Background: an optimization exercise with open tools, aiming at small area and a short achievable clock period. Do not read the settings as production practice.
Function was checked by simulation only, so behaviour that the tests miss may differ from the original.
No activity file was given, so power comes from the tool's default toggle rates.

== job 747 ==
Design fpm, start of the top module:
module fpm(
    input [32:1] a,
    input [32:1] b,
    input clk,
    input rst,
    input in_valid,
    output [32:1] c,
    output out_valid
    );
For scale: about 1700 cells after synthesis, roughly 280 flip-flops, roughly 100 I/O pins, roughly 20000 um2 of cells after synthesis.
==> flow/config.mk <==
export PLATFORM = sky130hd
export DESIGN_NAME = fpm
export DESIGN_NICKNAME = fpm
export VERILOG_FILES = /design/flow/design.v
export SDC_FILE = /design/flow/constraint.sdc
export NUM_CORES = 4
export LEC_CHECK = 0
export CAP_MARGIN = 50
export CORE_MARGIN = 2
export CORE_UTILIZATION = 60
export CTS_BUF_LIST = sky130_fd_sc_hd__clkbuf_8
export CTS_CLUSTER_DIAMETER = 50
export CTS_CLUSTER_SIZE = 18
export PLACE_DENSITY_LB_ADDON = 0.2
export SETUP_SLACK_MARGIN = 2.7
export SLEW_MARGIN = 70
export SYNTH_HIERARCHICAL = 1
export SYNTH_MINIMUM_KEEP_SIZE = 0
export TNS_END_PERCENT = 0
==> flow/constraint.sdc <==
create_clock -name core_clock -period 5.0 [get_ports {clk}]
set_input_delay 1.0000 -clock core_clock [delete_from_list [all_inputs] [get_ports {clk}]]
set_output_delay 1.0000 -clock core_clock [all_outputs]
set_load 0.01 [all_outputs]
standard.sh (not shown) runs the stock make flow with config.mk's settings and CLKGATE_MAP_FILE= SYNTH_SCRIPT=/design/flow/synth_recipe.tcl, a recipe that flattens the netlist after the stock synthesis.
==> flow/flow/run.sh <==
#!/bin/bash
set -euo pipefail
export BUFFER_PORTS_ARGS="-buffer_cell sky130_fd_sc_hd__buf_2"
bash standard.sh > standard.log 2>&1
Every stage of the flow completed for job 747, and the final layout passed the timing, DRC and antenna checks.
Changes in job 4697 relative to job 747:
Settings: GPL_ROUTABILITY_DRIVEN newly set to 0; PLACE_DENSITY_LB_ADDON removed (was 0.2).
Re fraction of area in registers: job 747 was higher than job 4697. On power attributed to sequential cells, job 4697 tracks job 747 almost exactly. Share of cells above drive strength 1 for job 4697 is higher than for job 747. Summary of job 4697 over job 747: initial antenna violation count dropped 2, maximum ir drop on the vdd rail has increased. Between job 747 and job 4697, the difference in critical path's largest stage delay is negligible.
[inputs] job 4170 vs job 4697
Settings: GPL_ROUTABILITY_DRIVEN no longer set, was 0; CAP_MARGIN now 20, was 50; SLEW_MARGIN now 30, was 70.
==> summary.txt <==
In the metrics for job 4697 and job 4170, the one carrying the higher delay of the slowest critical-path stage is job 4170.
[compare] base=job 4697 new=job 4170: final cell count without fillers comparable; insertion delay to the later sink of the worst-skew pair comparable; sequential power comparable.
Going from job 4697 to job 4170, global-route met3 utilization increased 1.3 points; combinational share of power increased 0.6 points.
Looking at total power, job 4170 sits about 1.6% lower than job 4697 does.
Vias after detailed routing is lower on job 4170

fpm again, from the RTL that the note above started with.
==> flow/config.mk <==
export PLATFORM = sky130hd
export DESIGN_NAME = fpm
export DESIGN_NICKNAME = fpm
export VERILOG_FILES = /design/flow/design.v
export SDC_FILE = /design/flow/constraint.sdc
export NUM_CORES = 4
export LEC_CHECK = 0
export CAP_MARGIN = 50
export CORE_MARGIN = 2
export CORE_UTILIZATION = 60
export SETUP_SLACK_MARGIN = 2.7
export SLEW_MARGIN = 70
export SYNTH_HIERARCHICAL = 1
export SYNTH_MINIMUM_KEEP_SIZE = 0
export TNS_END_PERCENT = 0
==> flow/constraint.sdc <==
create_clock -name core_clock -period 5.0 [get_ports {clk}]
set_input_delay 1.0000 -clock core_clock [delete_from_list [all_inputs] [get_ports {clk}]]
set_output_delay 1.0000 -clock core_clock [all_outputs]
set_load 0.01 [all_outputs]
Scripts as last shown in full above: flow/flow/run.sh
The baseline finished with timing, DRC and antenna clean.
Next try:
CTS_BUF_LIST = sky130_fd_sc_hd__clkbuf_8   (was not set)
CTS_CLUSTER_DIAMETER = 50   (was not set)
CTS_CLUSTER_SIZE = 18   (was not set)
SETUP_SLACK_MARGIN = 2.25   (was 2.7)
What happened: Design area came out lower by 5.7%. Hold slack got worse by 0.0064 ns. Sequential share of layout area grows by 1.4 points. Register-to-register slack loses 0.08 ns. Worst setup slack got worse by 0.088 ns. Clock power went down by 27%. Global-route usage shrinks by 1.9 points. Maximum frequency shrinks by 3.1%. Synthesized cell count is unchanged.
Next try:
CTS_BUF_LIST = not set   (was sky130_fd_sc_hd__clkbuf_8)
CTS_CLUSTER_DIAMETER = not set   (was 50)
CTS_CLUSTER_SIZE = not set   (was 18)
SETUP_SLACK_MARGIN = 3.0   (was 2.25)
The changed run ran to the end with no violations.
Utilization rose by 4.3 points.
Clock-buffer cell count rose by 4.
Cell area came out higher by 6.1%.
Setup slack gets better by 0.088 ns.
Via count goes up by 3.3%.
Power goes up by 8.0%.
Maximum frequency rises by 3.2%.
Final cell count goes up by 2.5%.
Die area does not change.

== fjord ==
Starting RTL as in the previous note.
export LEC_CHECK = 0
export CAP_MARGIN = 50
export CORE_MARGIN = 2
export CORE_UTILIZATION = 60
export CTS_BUF_LIST = sky130_fd_sc_hd__clkbuf_8
export CTS_CLUSTER_DIAMETER = 50
export CTS_CLUSTER_SIZE = 18
export SETUP_SLACK_MARGIN = 2.4
export SLEW_MARGIN = 70
export SYNTH_HIERARCHICAL = 1
export SYNTH_MINIMUM_KEEP_SIZE = 0
export TNS_END_PERCENT = 15
create_clock -name core_clock -period 5.0 [get_ports {clk}]
Scripts as last shown in full above: flow/flow/run.sh
#### Input delta (cedar over fjord)
- a change of SETUP_SLACK_MARGIN from 2.4 to 2.5
- a change of TNS_END_PERCENT from 15 to 40
## What came out
- On wire length of the first global-routing pass, cedar does worse than fjord.
- cedar has switching part of the total below what fjord had.
- The post-synthesis to final-layout area growth in cedar sits 6.4 points above the value recorded for fjord.
Setup changes, cedar to onyx
- TNS_END_PERCENT changed from 40 to 0
- SETUP_SLACK_MARGIN changed from 2.5 to 2.7
- CTS_BUF_LIST changed from sky130_fd_sc_hd__clkbuf_8 to sky130_fd_sc_hd__clkbuf_16
- CTS_CLUSTER_DIAMETER changed from 50 to 80
- CTS_CLUSTER_SIZE changed from 18 to 40
### Flow results
- | total global-route track usage | onyx vs cedar | 2.8 points lower |
- Against cedar, onyx comes in 7.3% lower on first-pass GRT wire length.
- onyx gives more sequential share of layout area than cedar did.
- Of cedar and onyx, the higher met3 layer wire length in the routed design belongs to cedar.
- Routability-driven placement congestion ratio in onyx is 6.3% above cedar.
- A critical path endpoint of q1_s603 is what onyx shows, while q1_s441 belongs to cedar.
> inputs changed (onyx -> quartz)
- a change of CTS_CLUSTER_DIAMETER from 80 to 50
- a change of CTS_CLUSTER_SIZE from 40 to 18
- a change of CORE_UTILIZATION from 60 to 45
- a change of CTS_BUF_LIST from sky130_fd_sc_hd__clkbuf_16 to sky130_fd_sc_hd__clkbuf_8
[summary]
- Compared with onyx, quartz shows a higher endpoint arrival time on the critical path.
- Between onyx and quartz, register fraction of the total cell area is higher for onyx, quartz comes in under that.
- The biggest fanout along the worst timing path reported for quartz is greater than that of onyx by 12.
- quartz ended with more cell row count than onyx.
- Looking at total detailed-routing wirelength across both flows, quartz is the weaker of the two, with onyx ahead.
- Between onyx and quartz, met2 routed wirelength increased.
- Compared with onyx, quartz shows clock group share of total power higher by 1.4 points.
- On die outline area: quartz sits above onyx.
- Compared with onyx, quartz shows via count that has gone up slightly.

job 3618:
fpm again, from the RTL that the note above started with.
clock: 5.0 ns
lec_check: 0
cap_margin: 50
core_margin: 2
core_utilization: 60
cts_buf_list: sky130_fd_sc_hd__clkbuf_8 sky130_fd_sc_hd__clkbuf_16
cts_cluster_diameter: 60
cts_cluster_size: 25
setup_slack_margin: 2.7
slew_margin: 70
synth_hierarchical: 1
synth_minimum_keep_size: 0
tns_end_percent: 0
Scripts as last shown in full above: flow/flow/run.sh
Job 3618 went all the way through the flow, and no timing, DRC or antenna check failed.
[inputs] job 5120 vs job 3618
# job 3618
export LEC_CHECK = 0
export CAP_MARGIN = 50
export CORE_MARGIN = 2
export CORE_UTILIZATION = 60
export CTS_BUF_LIST = sky130_fd_sc_hd__clkbuf_8 sky130_fd_sc_hd__clkbuf_16
export CTS_CLUSTER_DIAMETER = 60
export CTS_CLUSTER_SIZE = 25
export SETUP_SLACK_MARGIN = 2.7
export SLEW_MARGIN = 70
export SYNTH_HIERARCHICAL = 1
export SYNTH_MINIMUM_KEEP_SIZE = 0
export TNS_END_PERCENT = 0
create_clock -name core_clock -period 5.0 [get_ports {clk}]
# job 5120
export LEC_CHECK = 0
export CAP_MARGIN = 50
export CORE_MARGIN = 2
export CORE_UTILIZATION = 60
export CTS_BUF_LIST = sky130_fd_sc_hd__clkbuf_8
export CTS_CLUSTER_DIAMETER = 50
export CTS_CLUSTER_SIZE = 18
export SETUP_SLACK_MARGIN = 2.4
export SLEW_MARGIN = 70
export SYNTH_HIERARCHICAL = 1
export SYNTH_MINIMUM_KEEP_SIZE = 0
export TNS_END_PERCENT = 0
create_clock -name core_clock -period 5.0 [get_ports {clk}]
Notes after the runs:
Final period utilization: job 3618 vs job 5120 — no meaningful difference
Diff job 5120..job 3618 | number of buffers added to fix hold violations after cts | unchanged
On setup slack, job 5120 and job 3618 are neck and neck.
Taking job 3618 as the reference, in job 5120 count of plain and timing-repair buffers in the layout now sits lower, summed area of non-filler cells in the final layout now sits lower, worst-case clock skew now sits higher, clock share of power now sits lower.
[diff] reg-to-reg setup timing slack, job 5120 relative to job 3618: improvement

==> separate check: timing with driven ports <==
In the flow no input, the clock included, has a driving cell. The finished layouts below were timed again as built, in two steps.
Step 1, drivers: a clkbuf_16 drives clk and a buf_2 each remaining input, both assumed.
Step 2 also shifts input and output timing later by t, the mid clock arrival at the registers, as if the neighbouring blocks saw the same clock.
Slacks: ideal / step 1 / step 2; pairs: ideal / step 1.
| run | t (ns) | slack for setup (ns) | slew at the worst register clock pin (ns) |
|---|---|---|---|
| job 747 | 0.596 | 2.101 / 1.988 / 1.392 | 0.09 / 0.09 |
| job 4697 | 0.621 | 2.208 / 2.118 / 1.497 | 0.10 / 0.10 |
| job 4170 | 0.625 | 2.173 / 2.114 / 1.490 | 0.10 / 0.10 |
| the first run of note 2 | 0.647 | 2.220 / 2.143 / 1.496 | 0.07 / 0.07 |
| the second run of note 2 | 0.694 | 2.132 / 2.065 / 1.371 | 0.10 / 0.10 |
| the third run of note 2 | 0.647 | 2.220 / 2.143 / 1.496 | 0.07 / 0.07 |
| fjord | 0.688 | 2.254 / 2.169 / 1.482 | 0.10 / 0.10 |
| cedar | 0.609 | 2.183 / 2.075 / 1.465 | 0.10 / 0.10 |
| onyx | 0.581 | 2.148 / 2.068 / 1.487 | 0.12 / 0.12 |
| quartz | 0.659 | 2.165 / 2.096 / 1.438 | 0.11 / 0.11 |
| job 3618 | 0.621 | 2.198 / 2.097 / 1.476 | 0.09 / 0.09 |
| job 5120 | 0.691 | 2.200 / 2.096 / 1.406 | 0.10 / 0.10 |
After both steps every run listed still meets setup and hold. The setup slack of job 5120, which loses most, moves by -0.104 ns with the drivers and by -0.794 ns with both steps.
